Source: an optimization exercise on an open RTL-to-GDS flow (aim: small area, a short achievable clock period and few clock cycles). Production flows keep margins and buffers that such runs may drop. Only simulation tests tie the RTL to the original design; equivalence was not proved. Power is estimated from default activity; no workload was simulated.

run 1:
==> flow/design.v (excerpt) <==
module CPU(
	input clk,
	input rst,
	output reg [15 : 0]PC,
	input  [31 : 0]instr,
	output [15 : 0]mem_addr,
	output [15 : 0]mem_data,
	output write,
	input  [15 : 0]mem_rdata,
	output [255 : 0]REGS,
	output halted
);
==> flow/config.mk <==
export PLATFORM = sky130hd
export DESIGN_NAME = CPU
export DESIGN_NICKNAME = CPU
export VERILOG_FILES = /design/flow/design.v
export SDC_FILE = /design/flow/constraint.sdc
export NUM_CORES = 4
export LEC_CHECK = 0
export CAP_MARGIN = 20
export CORE_MARGIN = 2
export CORE_UTILIZATION = 46
export PLACE_DENSITY = 0.6
export SLEW_MARGIN = 20
==> flow/constraint.sdc <==
create_clock -name core_clock -period 10.0 [get_ports {clk}]
set_input_delay 2.0000 -clock core_clock [delete_from_list [all_inputs] [get_ports {clk}]]
set_output_delay 2.0000 -clock core_clock [all_outputs]
set_load 0.01 [all_outputs]
standard.sh (not shown) runs the stock make flow with config.mk's settings and CLKGATE_MAP_FILE= SYNTH_SCRIPT=/design/flow/synth_recipe.tcl, a recipe that flattens the netlist after the stock synthesis.
==> flow/flow/run.sh <==
#!/bin/bash
# Layout flow: the standard ORFS flow, with the port buffers made from
# the smallest buffer cell (instead of the resizer's default pick), smaller
# clock-tree buffers and no dummy clock loads, and timing repair aimed below
# the clock period. Each tool's full output goes to make.log here and to
# the ORFS logs under orfs/logs.
set -euo pipefail
bash standard.sh \
  "BUFFER_PORTS_ARGS=-buffer_cell sky130_fd_sc_hd__buf_1" \
  "CTS_ARGS=-sink_clustering_enable -repair_clock_nets -dont_use_dummy_load -buf_list {sky130_fd_sc_hd__clkbuf_4 sky130_fd_sc_hd__clkbuf_8}" \
  SETUP_SLACK_MARGIN=6.4 \
  finish > make.log 2>&1
Testbench counts of run 1, summed over its fixed seeds: cycles 154,407.
Edits applied to the flow inputs when going from run 1 to run 2:
Settings: a change of CORE_UTILIZATION from 46 to 40.
diff --git a/flow/flow/run.sh b/flow/flow/run.sh
--- a/flow/flow/run.sh
+++ b/flow/flow/run.sh
@@ -9,4 +9,4 @@
   "BUFFER_PORTS_ARGS=-buffer_cell sky130_fd_sc_hd__buf_1" \
-  "CTS_ARGS=-sink_clustering_enable -repair_clock_nets -dont_use_dummy_load -buf_list {sky130_fd_sc_hd__clkbuf_4 sky130_fd_sc_hd__clkbuf_8}" \
-  SETUP_SLACK_MARGIN=6.4 \
+  "CTS_ARGS=-sink_clustering_enable -repair_clock_nets -dont_use_dummy_load -buf_list {sky130_fd_sc_hd__clkbuf_4}" \
+  SETUP_SLACK_MARGIN=6.5 \
   finish > make.log 2>&1
[summary]
- The run showing the greater maximum frequency is run 2.
- Run 2 vs run 1: die outline area up by more than 10%
- Status | run 1 and run 2 | clean
- Going from run 1 to run 2, the placeable core region was found to have gone up by about 15%.
- Per the comparison of run 2 with run 1, met2 track utilization from global routing went down; portion of total power attributed to combinational logic went up.
- Looking at most common cell after layout, fill and taps aside, the sky130_fd_sc_hd__buf_4 result is from run 2; the sky130_fd_sc_hd__buf_1 one comes from run 1.
Input changes introduced in run 3 (baseline for comparison: run 2):
Settings: GPL_TIMING_DRIVEN now 0, previously not set.
diff --git a/flow/flow/run.sh b/flow/flow/run.sh
--- a/flow/flow/run.sh
+++ b/flow/flow/run.sh
@@ -10,3 +10,3 @@
   "CTS_ARGS=-sink_clustering_enable -repair_clock_nets -dont_use_dummy_load -buf_list {sky130_fd_sc_hd__clkbuf_4}" \
-  SETUP_SLACK_MARGIN=6.5 \
+  SETUP_SLACK_MARGIN=6.4 \
   finish > make.log 2>&1
--- outcome ---
Measured against run 3, the pin count of the biggest net entering global routing of run 2 comes out at 2.8 times the reference value.
Comparing run 3 against run 2, there is no change at all in cell depth of the worst min-delay path.
Compared with run 2, in run 3 clock network fraction of total power shows an increase of 0.8 points; tap cell instance count about even; area overhead of the layout relative to synthesis went down by 2.4 points; least setup slack across all paths after layout now sits lower.
Part of the power in combinational logic: run 2 and run 3 compared, lower one is run 3
Compared to run 2, run 3 has multi-input logic area 150 sq um higher.
Looking at run 2 and run 3, the sequential power is a wash.
Modified inputs, run 4 compared to run 3
Settings: GPL_TIMING_DRIVEN: 0 -> unset.
==> flow/flow/run.sh <==
#!/bin/bash
# Layout flow: the standard ORFS flow, with the port buffers made from
# the smallest buffer cell (instead of the resizer's default pick) and
# smaller clock-tree buffers. Each tool's full output goes to make.log here
# and to the ORFS logs under orfs/logs.
set -euo pipefail
bash standard.sh \
  "BUFFER_PORTS_ARGS=-buffer_cell sky130_fd_sc_hd__buf_1" \
  "CTS_BUF_LIST=sky130_fd_sc_hd__clkbuf_4 sky130_fd_sc_hd__clkbuf_8" \
  SETUP_SLACK_MARGIN=6.6 \
  finish > make.log 2>&1
Notes after the runs:
- Run 4 vs run 3 — fraction of area in registers dropped 1.1 points.
- Going from run 3 to run 4, arrival time of the worst setup path now sits lower, share of the clock period used by the worst path now sits lower.
- Clock power: run 4 worse than run 3
- In run 4, final setup slack of the worst path is higher than in run 3.
The inputs of run 5 differ from those of run 4 as listed below.
==> flow/flow/run.sh <==
#!/bin/bash
# Layout flow: the standard ORFS flow, with the port buffers made from
# the smallest buffer cell (instead of the resizer's default pick), smaller
# clock-tree buffers and no dummy clock loads, and timing repair aimed below
# the clock period. Each tool's full output goes to make.log here and to
# the ORFS logs under orfs/logs.
set -euo pipefail
bash standard.sh \
  "BUFFER_PORTS_ARGS=-buffer_cell sky130_fd_sc_hd__buf_1" \
  "CTS_ARGS=-sink_clustering_enable -repair_clock_nets -dont_use_dummy_load -buf_list {sky130_fd_sc_hd__clkbuf_4}" \
  SETUP_SLACK_MARGIN=6.4 \
  finish > make.log 2>&1
Notes after the runs:
- Run 5 did not stop at any stage, and its layout met the timing, design-rule and antenna checks.
- Compared with run 4, run 5 shows first-pass GRT wire length that has gone down by a few percent.
- Measured against each other, run 4 and run 5 differ in register-to-register path setup slack, the lower figure coming from run 5.
- Run 5 ended with less ratio of final minimum period to clock period than run 4.
- Against run 4, run 5 reports a overall power that is lower.
- Summary of the comparison: number of nets in the finished design is lower in run 5, relative to run 4.
- Sort run 4 and run 5 by switching part of the total power desc -> top: run 5
- Note that the leakage power figure recorded for run 5 amounts to 0.910 times the value seen in run 4.
- Relative to run 4, final routed wirelength across all metal layers decreased by about 4.5% in run 5.
- Re last weighted congestion value of the routability-driven placer: run 4 was lower than run 5.
- Against run 4 as the reference, run 5 delivers a lower final instance area.
- Part of the power in the clock network down 6.6 points in run 5 wrt run 4

---

Another version of the RTL of CPU (not shown whole).
Size: ~1900 cells after synthesis, ~400 flip-flops, roughly 360 I/O pins, about 21000 µm² of cells after synthesis.
Design CPU, start of the top module:
module CPU(
	input clk,
	input rst,
	output reg [15 : 0]PC,
	input  [31 : 0]instr,
	output [15 : 0]mem_addr,
	output [15 : 0]mem_data,
	output write,
	input  [15 : 0]mem_rdata,
	output [255 : 0]REGS,
	output halted
);
Settings: LEC_CHECK=0, CAP_MARGIN=20, CORE_MARGIN=2, CORE_UTILIZATION=40, PLACE_DENSITY=0.6, SLEW_MARGIN=20; clock period 10.0 ns.
==> flow/flow/run.sh <==
#!/bin/bash
# Layout flow: the standard ORFS flow, with the port buffers made from
# the smallest buffer cell (instead of the resizer's default pick) and
# smaller clock-tree buffers. Each tool's full output goes to make.log here
# and to the ORFS logs under orfs/logs.
set -euo pipefail
bash standard.sh \
  "BUFFER_PORTS_ARGS=-buffer_cell sky130_fd_sc_hd__buf_1" \
  "CTS_BUF_LIST=sky130_fd_sc_hd__clkbuf_4 sky130_fd_sc_hd__clkbuf_8" \
  SETUP_SLACK_MARGIN=7.0 \
  finish > make.log 2>&1
The first run passed the timing, design-rule and antenna checks.
Testbench counts at the start, summed over its fixed seeds: cycles 154,407.
Rerun with:
--- a/flow/flow/run.sh
+++ b/flow/flow/run.sh
@@ -9,3 +9,3 @@
   "CTS_BUF_LIST=sky130_fd_sc_hd__clkbuf_4 sky130_fd_sc_hd__clkbuf_8" \
-  SETUP_SLACK_MARGIN=7.0 \
+  SETUP_SLACK_MARGIN=6.6 \
   finish > make.log 2>&1
After rerunning:
- The new run completed without violations
- wire length goes down by 9.7%
- synthesized cell count is unchanged
- global-route usage shrinks by 3.4 points
- via count is lower by 8.3%
- clock skew decreases by 0.012 ns
- clock-buffer cell count came out higher by 1
- non-clock buffer count came out lower by 370
- cell area decreases by 13%
- synthesized area does not change
- die area is unchanged
- setup slack is worse by 0.11 ns

---

The RTL this note starts from:
==> flow/design.v <==
module CPU(
	input clk,
	input rst,
	output reg [15 : 0]PC,
	input  [31 : 0]instr,
	output [15 : 0]mem_addr,
	output [15 : 0]mem_data,
	output write,
	input  [15 : 0]mem_rdata,
	output [255 : 0]REGS,
	output halted
);
	reg [15 : 0] R [0 : 14];
	reg ZF, SF;
	reg halt_r, stuck_r;
	genvar gi;
	generate
		for (gi = 0; gi < 15; gi = gi + 1) begin : g_regs
			assign REGS[gi*16 +: 16] = R[gi];
		end
	endgenerate
	assign REGS[255 : 240] = 16'd0;
	assign halted = halt_r;
	reg        e_we;        
	reg        e_wmem;      
	reg        e_wsp;       
	reg        e_store;     
	reg        e_usesum;    
	reg        e_pop;       
	reg        e_w4;        
	reg        e_setcc, e_cin;
	reg [1 : 0] e_op;       
	reg [3 : 0] e_dst;
	reg [15 : 0] e_x, e_b, e_d;
	reg        m_we, m_wmem, m_wsp, m_store, m_mem, m_rspv;
	reg [3 : 0] m_dst;
	reg [15 : 0] m_addr, m_data, m_res;
	wire [15 : 0] sum = e_x + e_b + {15'd0, e_cin};
	reg  [15 : 0] v;
	always @(*) begin
		case (e_op)
			2'd0: v = sum;
			2'd1: v = e_x & e_b;
			2'd2: v = e_x ^ e_b;
			default: v = 16'd1;
		endcase
	end
	wire zf_l = e_setcc ? (v == 16'd0) : ZF;
	wire sf_l = e_setcc ? v[15] : SF;
	assign mem_addr = m_addr;
	assign mem_data = m_data;
	assign write = m_store;
	wire [15 : 0] wv = m_wmem ? mem_rdata : m_res;
	wire [3 : 0] icode = instr[3 : 0];
	wire [3 : 0] ifun  = instr[7 : 4];
	wire [3 : 0] rA    = instr[11 : 8];
	wire [3 : 0] rB    = instr[15 : 12];
	wire [15 : 0] valC_r = instr[31 : 16];
	wire [15 : 0] valC_j = instr[23 : 8];
	wire i_halt  = icode == 4'd0;
	wire i_rrmov = icode == 4'd2;
	wire i_irmov = icode == 4'd3;
	wire i_rmmov = icode == 4'd4;
	wire i_mrmov = icode == 4'd5;
	wire i_opq   = icode == 4'd6;
	wire i_jxx   = icode == 4'd7;
	wire i_call  = icode == 4'd8;
	wire i_ret   = icode == 4'd9;
	wire i_push  = icode == 4'd10;
	wire i_pop   = icode == 4'd11;
	wire i_inv   = icode >= 4'd13;
	function [15 : 0] byp;
		input [3 : 0] idx;
		begin
			if (e_we && !e_wmem && e_dst == idx)
				byp = v;
			else if (e_wsp && idx == 4'd4)
				byp = sum;
			else if (m_we && m_dst == idx)
				byp = wv;
			else if (m_wsp && idx == 4'd4)
				byp = m_res;
			else if (idx == 4'd15)
				byp = 16'd0;
			else
				byp = R[idx];
		end
	endfunction
	wire [15 : 0] a_eff = byp(rA);
	wire [15 : 0] b_eff = byp(rB);
	wire [15 : 0] s_eff = byp(4'd4);
	wire e_load = e_we && e_wmem;
	wire hz_a = e_load && e_dst == rA;
	wire hz_b = e_load && e_dst == rB;
	wire hz_s = e_load && e_dst == 4'd4;
	wire use_a = i_rrmov || i_rmmov || i_opq || i_push;
	wire use_b = i_rmmov || i_mrmov || i_opq;
	wire use_s = i_push || i_pop || i_call;
	wire ret_ok = !m_mem && m_rspv && !e_w4 && !e_store;
	wire stall = (use_a && hz_a) || (use_b && hz_b) || (use_s && hz_s) ||
	             (i_ret && !ret_ok) ||
	             (i_halt && (e_we || e_wsp || e_store));
	wire run = !halt_r && !stuck_r;
	wire go  = run && !stall;    
	wire cond = (ifun == 4'd0) || (ifun == 4'd1 && sf_l) ||
	            (ifun == 4'd2 && zf_l) || (ifun == 4'd3 && !zf_l);
	wire [15 : 0] p8  = PC + 16'd8;
	wire [15 : 0] p16 = PC + 16'd16;
	wire [15 : 0] p24 = PC + 16'd24;
	wire [15 : 0] p32 = PC + 16'd32;
	reg  [15 : 0] valP;
	always @(*) begin
		case (icode)
			4'd2, 4'd6, 4'd10, 4'd11: valP = p16;
			4'd3, 4'd4, 4'd5:         valP = p32;
			4'd7, 4'd8:               valP = p24;
			default:                  valP = p8;
		endcase
	end
	wire [15 : 0] pc_next = i_ret ? mem_rdata :
	                        (i_call || (i_jxx && cond)) ? valC_j : valP;
	wire f_sub = i_opq && ifun == 4'd1;
	wire f_wmem = i_mrmov || i_pop;
	wire f_we = ((i_rrmov || i_irmov || i_opq) && rB != 4'd15) ||
	            (f_wmem && rA != 4'd15) || i_push || i_call || i_ret;
	wire [3 : 0] f_dst = (i_push || i_call || i_ret) ? 4'd4 : f_wmem ? rA : rB;
	wire f_w4 = (f_we && f_dst == 4'd4) || i_pop;
	reg [1 : 0] f_op;
	always @(*) begin
		if (i_opq)
			case (ifun)
				4'd0, 4'd1: f_op = 2'd0;
				4'd2: f_op = 2'd1;
				4'd3: f_op = 2'd2;
				default: f_op = 2'd3;
			endcase
		else
			f_op = 2'd0;
	end
	wire [15 : 0] f_x = (i_rrmov || i_opq) ? (a_eff ^ {16{f_sub}}) :
	                    (i_push || i_call) ? 16'hFFF8 :
	                    (i_pop || i_ret) ? 16'd8 : valC_r;
	wire [15 : 0] f_b = (i_rmmov || i_mrmov || i_opq) ? b_eff :
	                    (i_push || i_pop || i_call || i_ret) ? s_eff : 16'd0;
	wire [15 : 0] f_dd = i_call ? p24 : a_eff;
	wire [15 : 0] wbus = rst ? 16'd0 : wv;
	integer k;
	always @(posedge clk) begin
		for (k = 0; k < 15; k = k + 1)
			if (rst || (m_we && m_dst == k))
				R[k] <= wbus;
			else if (k == 4 && m_wsp)
				R[k] <= m_res;
	end
	always @(posedge clk) begin
		if (rst) begin
			PC <= 16'd0;
			halt_r <= 1'b0;
			stuck_r <= 1'b0;
			ZF <= 1'b0;
			SF <= 1'b0;
			e_we <= 1'b0;
			e_wsp <= 1'b0;
			e_store <= 1'b0;
			e_usesum <= 1'b0;
			e_pop <= 1'b0;
			e_setcc <= 1'b0;
			e_w4 <= 1'b0;
			m_we <= 1'b0;
			m_wsp <= 1'b0;
			m_store <= 1'b0;
			m_mem <= 1'b0;
			m_rspv <= 1'b0;
		end else begin
			if (e_setcc) begin
				ZF <= v == 16'd0;
				SF <= v[15];
			end
			m_we <= e_we;
			m_wsp <= e_wsp;
			m_store <= e_store;
			m_mem <= e_usesum || e_pop;
			m_rspv <= !hz_s;
			if (go) begin
				if (i_halt)
					halt_r <= 1'b1;
				else if (i_inv)
					stuck_r <= 1'b1;
				else
					PC <= pc_next;
			end
			e_we <= go && f_we;
			e_wsp <= go && i_pop;
			e_store <= go && (i_rmmov || i_push || i_call);
			e_usesum <= go && (i_rmmov || i_mrmov || i_push || i_call);
			e_pop <= go && i_pop;
			e_setcc <= go && i_opq;
			e_w4 <= go && f_w4;
		end
		e_op <= f_op;
		e_cin <= f_sub;
		e_dst <= f_dst;
		e_wmem <= f_wmem;
		e_x <= f_x;
		e_b <= f_b;
		e_d <= f_dd;
		m_dst <= e_dst;
		m_wmem <= e_wmem;
		m_res <= v;
		m_data <= e_d;
		m_addr <= e_pop ? e_b : e_usesum ? sum : s_eff;
	end
endmodule
export LEC_CHECK = 0
export CAP_MARGIN = 20
export CORE_MARGIN = 2
export CORE_UTILIZATION = 40
export PLACE_DENSITY = 0.6
export SLEW_MARGIN = 20
create_clock -name core_clock -period 10.0 [get_ports {clk}]
==> flow/flow/run.sh <==
#!/bin/bash
# Layout flow: the standard ORFS flow, with the port buffers made from
# the smallest buffer cell (instead of the resizer's default pick) and
# smaller clock-tree buffers. Each tool's full output goes to make.log here
# and to the ORFS logs under orfs/logs.
set -euo pipefail
bash standard.sh \
  "BUFFER_PORTS_ARGS=-buffer_cell sky130_fd_sc_hd__buf_1" \
  "CTS_BUF_LIST=sky130_fd_sc_hd__clkbuf_4 sky130_fd_sc_hd__clkbuf_8" \
  SETUP_SLACK_MARGIN=5 \
  finish > make.log 2>&1
Testbench counts at the start, summed over its fixed seeds: cycles 160,804.
==> next run, changes <==
--- a/flow/flow/run.sh
+++ b/flow/flow/run.sh
@@ -8,4 +8,4 @@
   "BUFFER_PORTS_ARGS=-buffer_cell sky130_fd_sc_hd__buf_1" \
   "CTS_BUF_LIST=sky130_fd_sc_hd__clkbuf_4 sky130_fd_sc_hd__clkbuf_8" \
-  SETUP_SLACK_MARGIN=5 \
+  SETUP_SLACK_MARGIN=6.6 \
   finish > make.log 2>&1
=>
- synthesized area does not change
- core utilization grows by 9.7 points
- global-route usage grows by 5.3 points
- design area grows by 20%
- sequential cell count stays the same
- combinational power grows by 31%
- sequential share of layout area shrinks by 6.9 points
- die area does not change
- register-to-register slack is better by 0.79 ns
==> next run, changes <==
==> flow/run.sh (new file) <==
#!/bin/bash
# synth_recipe.tcl (not shown) runs the flow's synth.tcl, then flattens the netlist and writes it again
# the make line also repeats each setting of config.mk as NAME=value (left out here)
make -C /OpenROAD-flow-scripts/flow DESIGN_CONFIG=/design/flow/config.mk WORK_HOME=/design/flow/orfs CLKGATE_MAP_FILE= SYNTH_SCRIPT=/design/flow/synth_recipe.tcl finish
- CTS_BUF_LIST: not set -> sky130_fd_sc_hd__clkbuf_4 sky130_fd_sc_hd__clkbuf_8
- SETUP_SLACK_MARGIN: not set -> 5
removed: flow/flow/run.sh
removed: flow/standard.sh
Outcome: Area after synthesis does not change; clock-buffer cell count fell by 4; flip-flop and latch count is unchanged; power shrinks by a few percent; global-route usage drops by 3.7 points; first-iteration DRC count goes down by roughly a tenth; critical path depth drops by 3; core utilization goes down by 5.3 points; worst setup slack got worse by 1.1 ns.

## separate check: timing with driven ports
How much do the figures lean on ideal ports? The routed layouts below were timed once more, with nothing changed but the port constraints.
Step 1 (the two cells are an assumption about what drives the block):
set clk [get_ports {clk}]
set_driving_cell -lib_cell sky130_fd_sc_hd__clkbuf_16 $clk
set_driving_cell -lib_cell sky130_fd_sc_hd__buf_2 [delete_from_list [all_inputs] $clk]
Step 2 moves the port delays by t, midway between the first and last clock arrival at a register: inputs arrive t later, outputs are due t later. That takes back most of the time a late clock gives input paths.
Slacks: ideal ports / drivers / drivers and shift; pairs: ideal ports / drivers.
run | shift t [ns] | slack for setup (ns) | worst setup path after step 2 | slew at the worst register clock pin (ns)
run 1 | 0.698 | 6.351 / 6.369 / 5.672 | input to register | 0.07 / 0.07
run 2 | 0.879 | 6.401 / 6.370 / 5.614 | input to register | 0.08 / 0.08
run 3 | 0.915 | 6.212 / 6.241 / 5.326 | input to register | 0.08 / 0.08
run 4 | 0.698 | 6.383 / 6.397 / 5.699 | input to register | 0.08 / 0.08
run 5 | 0.901 | 6.401 / 6.363 / 5.537 | input to register | 0.07 / 0.07
the first run of note 2 | 0.732 | 6.139 / 6.139 / 5.507 | input to register | 0.07 / 0.07
the second run of note 2 | 0.729 | 6.025 / 6.025 / 5.404 | input to register | 0.07 / 0.07
the first run of note 3 | 0.729 | 5.166 / 5.200 / 4.471 | input to register | 0.07 / 0.07
the second run of note 3 | 0.711 | 6.124 / 6.035 / 5.325 | input to register | 0.08 / 0.08
the third run of note 3 | 0.712 | 5.073 / 5.086 / 4.374 | input to register | 0.07 / 0.07
After both steps setup and hold are still met in every run listed. For run 3, which loses most, drivers alone change the setup slack by +0.029 ns; drivers and shift together by -0.886 ns.
